This design comes from an exercise in tuning for small area, a short achievable clock period and few clock cycles per item on the open sky130 flow, not from production work. Function was checked by simulation only, so behaviour that the tests miss may differ from the original. Power and IR drop assume default switching activity.

## dot_product_sequential
module dot_product_sequential #(
    parameter WIDTH = 16,
    parameter N = 8
)(
    input  wire clk,
    input  wire rst_n,
    input  wire input_valid,
    output reg  input_ready,
    input  wire [(WIDTH*N)-1:0] A_vec,
    input  wire [(WIDTH*N)-1:0] B_vec,
    output reg  [(2*WIDTH + $clog2(N)) - 1 : 0] result,
    output reg  output_valid
);
    reg [127:0] a_q, b_q;
    always @(posedge clk) begin a_q <= A_vec; b_q <= B_vec; end
    reg [211:0] s0;
    reg [64:0] s1;
    wire p1;
    wire p2;
    wire p3;
    wire p4;
    wire p5;
    wire p6;
    wire p7;
    wire p8;
    wire p9;
    wire p10;
    wire p11;
    wire p12;
    wire p13;
    wire p14;
    wire p15;
    wire p16;
    wire p17;
    wire p18;
    wire p19;
    wire p20;
    wire p21;
    wire p22;
    wire p23;
    wire p24;
    wire p25;
    wire p26;
    wire p27;
    wire p28;
    wire p29;
    wire p30;
    wire p31;
    wire p32;
    wire p33;
    wire p34;
    wire p35;
    wire p36;
    wire p37;
    wire p38;
    wire p39;
    wire p40;
    wire p41;
    wire p42;
    wire p43;
    wire p44;
    wire p45;
    wire p46;
    wire p47;
    wire p48;
    wire p49;
    wire p50;
    wire p51;
    wire p52;
    wire p53;
    wire p54;
    wire p55;
    wire p56;
    wire p57;
    wire p58;
    wire p59;
    wire p60;
    wire p61;
    wire p62;
    wire p63;
    wire p64;
    wire p65;
    wire p66;
    wire p67;
    wire p68;
    wire p69;
    wire p70;
    wire p71;
    wire p72;
    wire p73;
    wire p74;
    wire p75;
    wire p76;
    wire p77;
    wire p78;
    wire p79;
    wire p80;
    wire p81;
    wire p82;
    wire p83;
    wire p84;
    wire p85;
    wire p86;
    wire p87;
    wire p88;
    wire p89;
    wire p90;
    wire p91;
    wire p92;
    wire p93;
    wire p94;
    wire p95;
    wire p96;
    wire p97;
    wire p98;
    wire p99;
    wire p100;
    wire p101;
    wire p102;
    wire p103;
    wire p104;
    wire p105;
    wire p106;
    wire p107;
    wire p108;
    wire p109;
    wire p110;
    wire p111;
    wire p112;
    wire p113;
    wire p114;
    wire p115;
    wire p116;
    wire p117;
    wire p118;
    wire p119;
    wire p120;
    wire p121;
    wire p122;
    wire p123;
    wire p124;
    wire p125;
    wire p126;
    wire p127;
    wire p128;
    wire p129;
    wire p130;
    wire p131;
  ...
Size: roughly 5400 cells after synthesis, about 300 I/O pins, roughly 63000 um2 of cells after synthesis.
==> flow/config.mk <==
export PLATFORM = sky130hd
export DESIGN_NAME = dot_product_sequential
export DESIGN_NICKNAME = dot_product_sequential
export VERILOG_FILES = /design/flow/design.v
export SDC_FILE = /design/flow/constraint.sdc
export NUM_CORES = 4
export LEC_CHECK = 0
export CAP_MARGIN = 20
export CORE_MARGIN = 2
export CORE_UTILIZATION = 65
export SLEW_MARGIN = 20
==> flow/constraint.sdc <==
create_clock -name core_clock -period 15.0 [get_ports {clk}]
set_input_delay 3.0000 -clock core_clock [delete_from_list [all_inputs] [get_ports {clk}]]
set_output_delay 3.0000 -clock core_clock [all_outputs]
set_load 0.01 [all_outputs]
standard.sh (not shown) runs the stock make flow with config.mk's settings and CLKGATE_MAP_FILE= SYNTH_SCRIPT=/design/flow/synth_recipe.tcl, a recipe that flattens the netlist after the stock synthesis.
==> flow/flow/run.sh <==
#!/bin/bash
# Own layout flow: the standard layout with these changes.
#  Synthesis (the standard flow's script, two changes):
#  1. Yosys's "synth -run fine:" runs with -noabc, so the explicit full-adder tree of the RTL reaches
#     extract_fa intact (abc -fast scrambles its polarity and extract_fa then pads it with inverters).
#  2. extract_fa extracts full adders only (-fa): the RTL's few half adders work on inverted bits,
#     and as ha cells they would need inverters on every pin.
#  Layout: the standard ORFS steps, with
#  - repair_timing asked for a setup margin (SETUP_SLACK_MARGIN), so that it sizes the critical
#    paths for a shorter period than the 15 ns clock (the SDC is the standard flow's, unchanged);
#  - every port still buffered, with a small buffer cell (BUFFER_PORTS_ARGS);
#  - optional power recovery (RECOVER_POWER) after global routing.
set -euo pipefail
MARGIN=${MARGIN:-10.8}
PORTBUF=${PORTBUF:-sky130_fd_sc_hd__buf_1}
RECOVER=${RECOVER:-0}
work=$(pwd)
sed 's/extract_fa {\*}\[dont_use_extract_fa_args\]/extract_fa -fa/' $FLOW_HOME/scripts/synth.tcl > flow_synth_body.tcl
grep -q 'extract_fa -fa$' flow_synth_body.tcl
sed -e 's/-nofsm -noshare/-nofsm -noshare -noabc/' \
    -e "s|source \$::env(SCRIPTS_DIR)/synth.tcl|source $work/flow_synth_body.tcl|" synth_recipe.tcl > flow_synth.tcl
grep -q -- '-noabc' flow_synth.tcl
grep -q flow_synth_body flow_synth.tcl
res=$work/orfs/results/$FLOW_PLATFORM/dot_product_sequential/base
bash standard.sh SYNTH_SCRIPT=$work/flow_synth.tcl $res/1_2_yosys.v > synth.log 2>&1
bash standard.sh SETUP_SLACK_MARGIN=$MARGIN "BUFFER_PORTS_ARGS=-buffer_cell $PORTBUF" \
  RECOVER_POWER=$RECOVER > layout.log 2>&1
The first run completed without violations.
Testbench counts at the start, summed over its fixed seeds: cycles 1,624, items 1,600.
Change:
Settings changed: CTS_CLUSTER_DIAMETER from default to 100, CTS_CLUSTER_SIZE from default to 22, TNS_END_PERCENT from default to 5.
=> The changed run completed without violations. Wire length drops by about 0.8%. Clock power drops by about 30%. Final area drops by about 1.7%. Setup slack degrades by 0.043 ns. Clock skew climbs by 0.0085 ns. Hold slack improves by 0.0052 ns.

========
## main
dot_product_sequential again, from the RTL that the note above started with.
## dot_product_sequential
module dot_product_sequential #(
    parameter WIDTH = 16,
    parameter N = 8
)(
    input  wire clk,
    input  wire rst_n,
    input  wire input_valid,
    output reg  input_ready,
    input  wire [(WIDTH*N)-1:0] A_vec,
    input  wire [(WIDTH*N)-1:0] B_vec,
    output reg  [(2*WIDTH + $clog2(N)) - 1 : 0] result,
    output reg  output_valid
);
    reg [127:0] a_q, b_q;
    always @(posedge clk) begin a_q <= A_vec; b_q <= B_vec; end
    reg [211:0] s0;
    reg [64:0] s1;
    wire p1;
    wire p2;
    wire p3;
    wire p4;
    wire p5;
    wire p6;
    wire p7;
    wire p8;
    wire p9;
    wire p10;
    wire p11;
    wire p12;
    wire p13;
    wire p14;
    wire p15;
    wire p16;
    wire p17;
    wire p18;
    wire p19;
    wire p20;
    wire p21;
    wire p22;
    wire p23;
    wire p24;
    wire p25;
    wire p26;
    wire p27;
    wire p28;
    wire p29;
    wire p30;
    wire p31;
    wire p32;
    wire p33;
    wire p34;
    wire p35;
    wire p36;
    wire p37;
    wire p38;
    wire p39;
    wire p40;
    wire p41;
    wire p42;
    wire p43;
    wire p44;
    wire p45;
    wire p46;
    wire p47;
    wire p48;
    wire p49;
    wire p50;
    wire p51;
    wire p52;
    wire p53;
    wire p54;
    wire p55;
    wire p56;
    wire p57;
    wire p58;
    wire p59;
    wire p60;
    wire p61;
    wire p62;
    wire p63;
    wire p64;
    wire p65;
    wire p66;
  ...
export LEC_CHECK = 0
export CAP_MARGIN = 20
export CORE_MARGIN = 2
export CORE_UTILIZATION = 65
export CTS_CLUSTER_DIAMETER = 100
export CTS_CLUSTER_SIZE = 22
export SLEW_MARGIN = 20
create_clock -name core_clock -period 15.0 [get_ports {clk}]
==> flow/flow/run.sh <==
#!/bin/bash
# Own layout flow: the standard layout with these changes.
#  Synthesis (the standard flow's script, two changes):
#  1. Yosys's "synth -run fine:" runs with -noabc, so the explicit full-adder tree of the RTL reaches
#     extract_fa intact (abc -fast scrambles its polarity and extract_fa then pads it with inverters).
#  2. extract_fa extracts full adders only (-fa): the RTL's few half adders work on inverted bits,
#     and as ha cells they would need inverters on every pin.
#  Layout: the standard ORFS steps, with
#  - repair_timing asked for a setup margin (SETUP_SLACK_MARGIN), so that it sizes the critical
#    paths for a shorter period than the 15 ns clock (the SDC is the standard flow's, unchanged);
#  - every port still buffered, with a small buffer cell (BUFFER_PORTS_ARGS);
#  - optional power recovery (RECOVER_POWER) after global routing.
set -euo pipefail
MARGIN=${MARGIN:-10.6}
PORTBUF=${PORTBUF:-sky130_fd_sc_hd__buf_1}
RECOVER=${RECOVER:-0}
work=$(pwd)
sed 's/extract_fa {\*}\[dont_use_extract_fa_args\]/extract_fa -fa/' $FLOW_HOME/scripts/synth.tcl > flow_synth_body.tcl
grep -q 'extract_fa -fa$' flow_synth_body.tcl
sed -e 's/-nofsm -noshare/-nofsm -noshare -noabc/' \
    -e "s|source \$::env(SCRIPTS_DIR)/synth.tcl|source $work/flow_synth_body.tcl|" synth_recipe.tcl > flow_synth.tcl
grep -q -- '-noabc' flow_synth.tcl
grep -q flow_synth_body flow_synth.tcl
res=$work/orfs/results/$FLOW_PLATFORM/dot_product_sequential/base
bash standard.sh SYNTH_SCRIPT=$work/flow_synth.tcl $res/1_2_yosys.v > synth.log 2>&1
bash standard.sh SETUP_SLACK_MARGIN=$MARGIN "BUFFER_PORTS_ARGS=-buffer_cell $PORTBUF" \
  RECOVER_POWER=$RECOVER > layout.log 2>&1
main reached the end of the flow, and the finished layout is clean on the timing, design-rule and antenna checks.
Testbench counts of main, summed over its fixed seeds: cycles 1,624, items 1,600.
Changes in the feature branch relative to main:
- GPL_ROUTABILITY_DRIVEN now 0, previously not set
-- flow/flow/run.sh --
<<< main, line 12
#  - optional power recovery (RECOVER_POWER) after global routing.
set -euo pipefail
MARGIN=${MARGIN:-10.6}
PORTBUF=${PORTBUF:-sky130_fd_sc_hd__buf_1}
RECOVER=${RECOVER:-0}
>>> the feature branch, line 12
#  - optional power recovery (RECOVER_POWER) after global routing.
set -euo pipefail
MARGIN=${MARGIN:-10.8}
PORTBUF=${PORTBUF:-sky130_fd_sc_hd__buf_1}
RECOVER=${RECOVER:-0}
[summary]
Compared with main, the feature branch shows a sequential cell area share that is 0.39 points higher. [compare] base=main new=the feature branch: via count was more or less identical; clock period minus worst slack went down by 0.22 ns. For main, the last element of the critical path was s0[184]$_DFF_P_, unlike the feature branch, where it was s0[70]$_DFF_P_.

-- afterwards: timing with drivers on the ports --
The flow's constraints put no driver on any port. The routed layouts listed below were extracted and timed again, unchanged, in two steps. Step 1 sets driving cells, clkbuf_16 on the clock port and buf_2 on the other inputs (assumed; they add their load-dependent delay and slew). Step 2 times the ports against the registers' clock, not the clock port: input delays grow and output delays shrink by t, the midpoint of the rising clock arrivals with the driver on. a / b / c = ideal / step 1 / step 2; a / b = the first two.
run	shift t [ns]	setup slack, ns	hold WS [ns]	pins driven straight from the clock port
the first run of note 1	0.799	10.736 / 10.654 / 10.741	0.327 / 0.327 / 0.327	1
the second run of note 1	0.740	10.693 / 10.693 / 10.693	0.332 / 0.332 / 0.332	1
main	0.735	10.497 / 10.497 / 10.497	0.332 / 0.332 / 0.332	1
the feature branch	0.730	10.721 / 10.721 / 10.721	0.327 / 0.327 / 0.327	1
After both steps setup and hold are still met in every run listed.
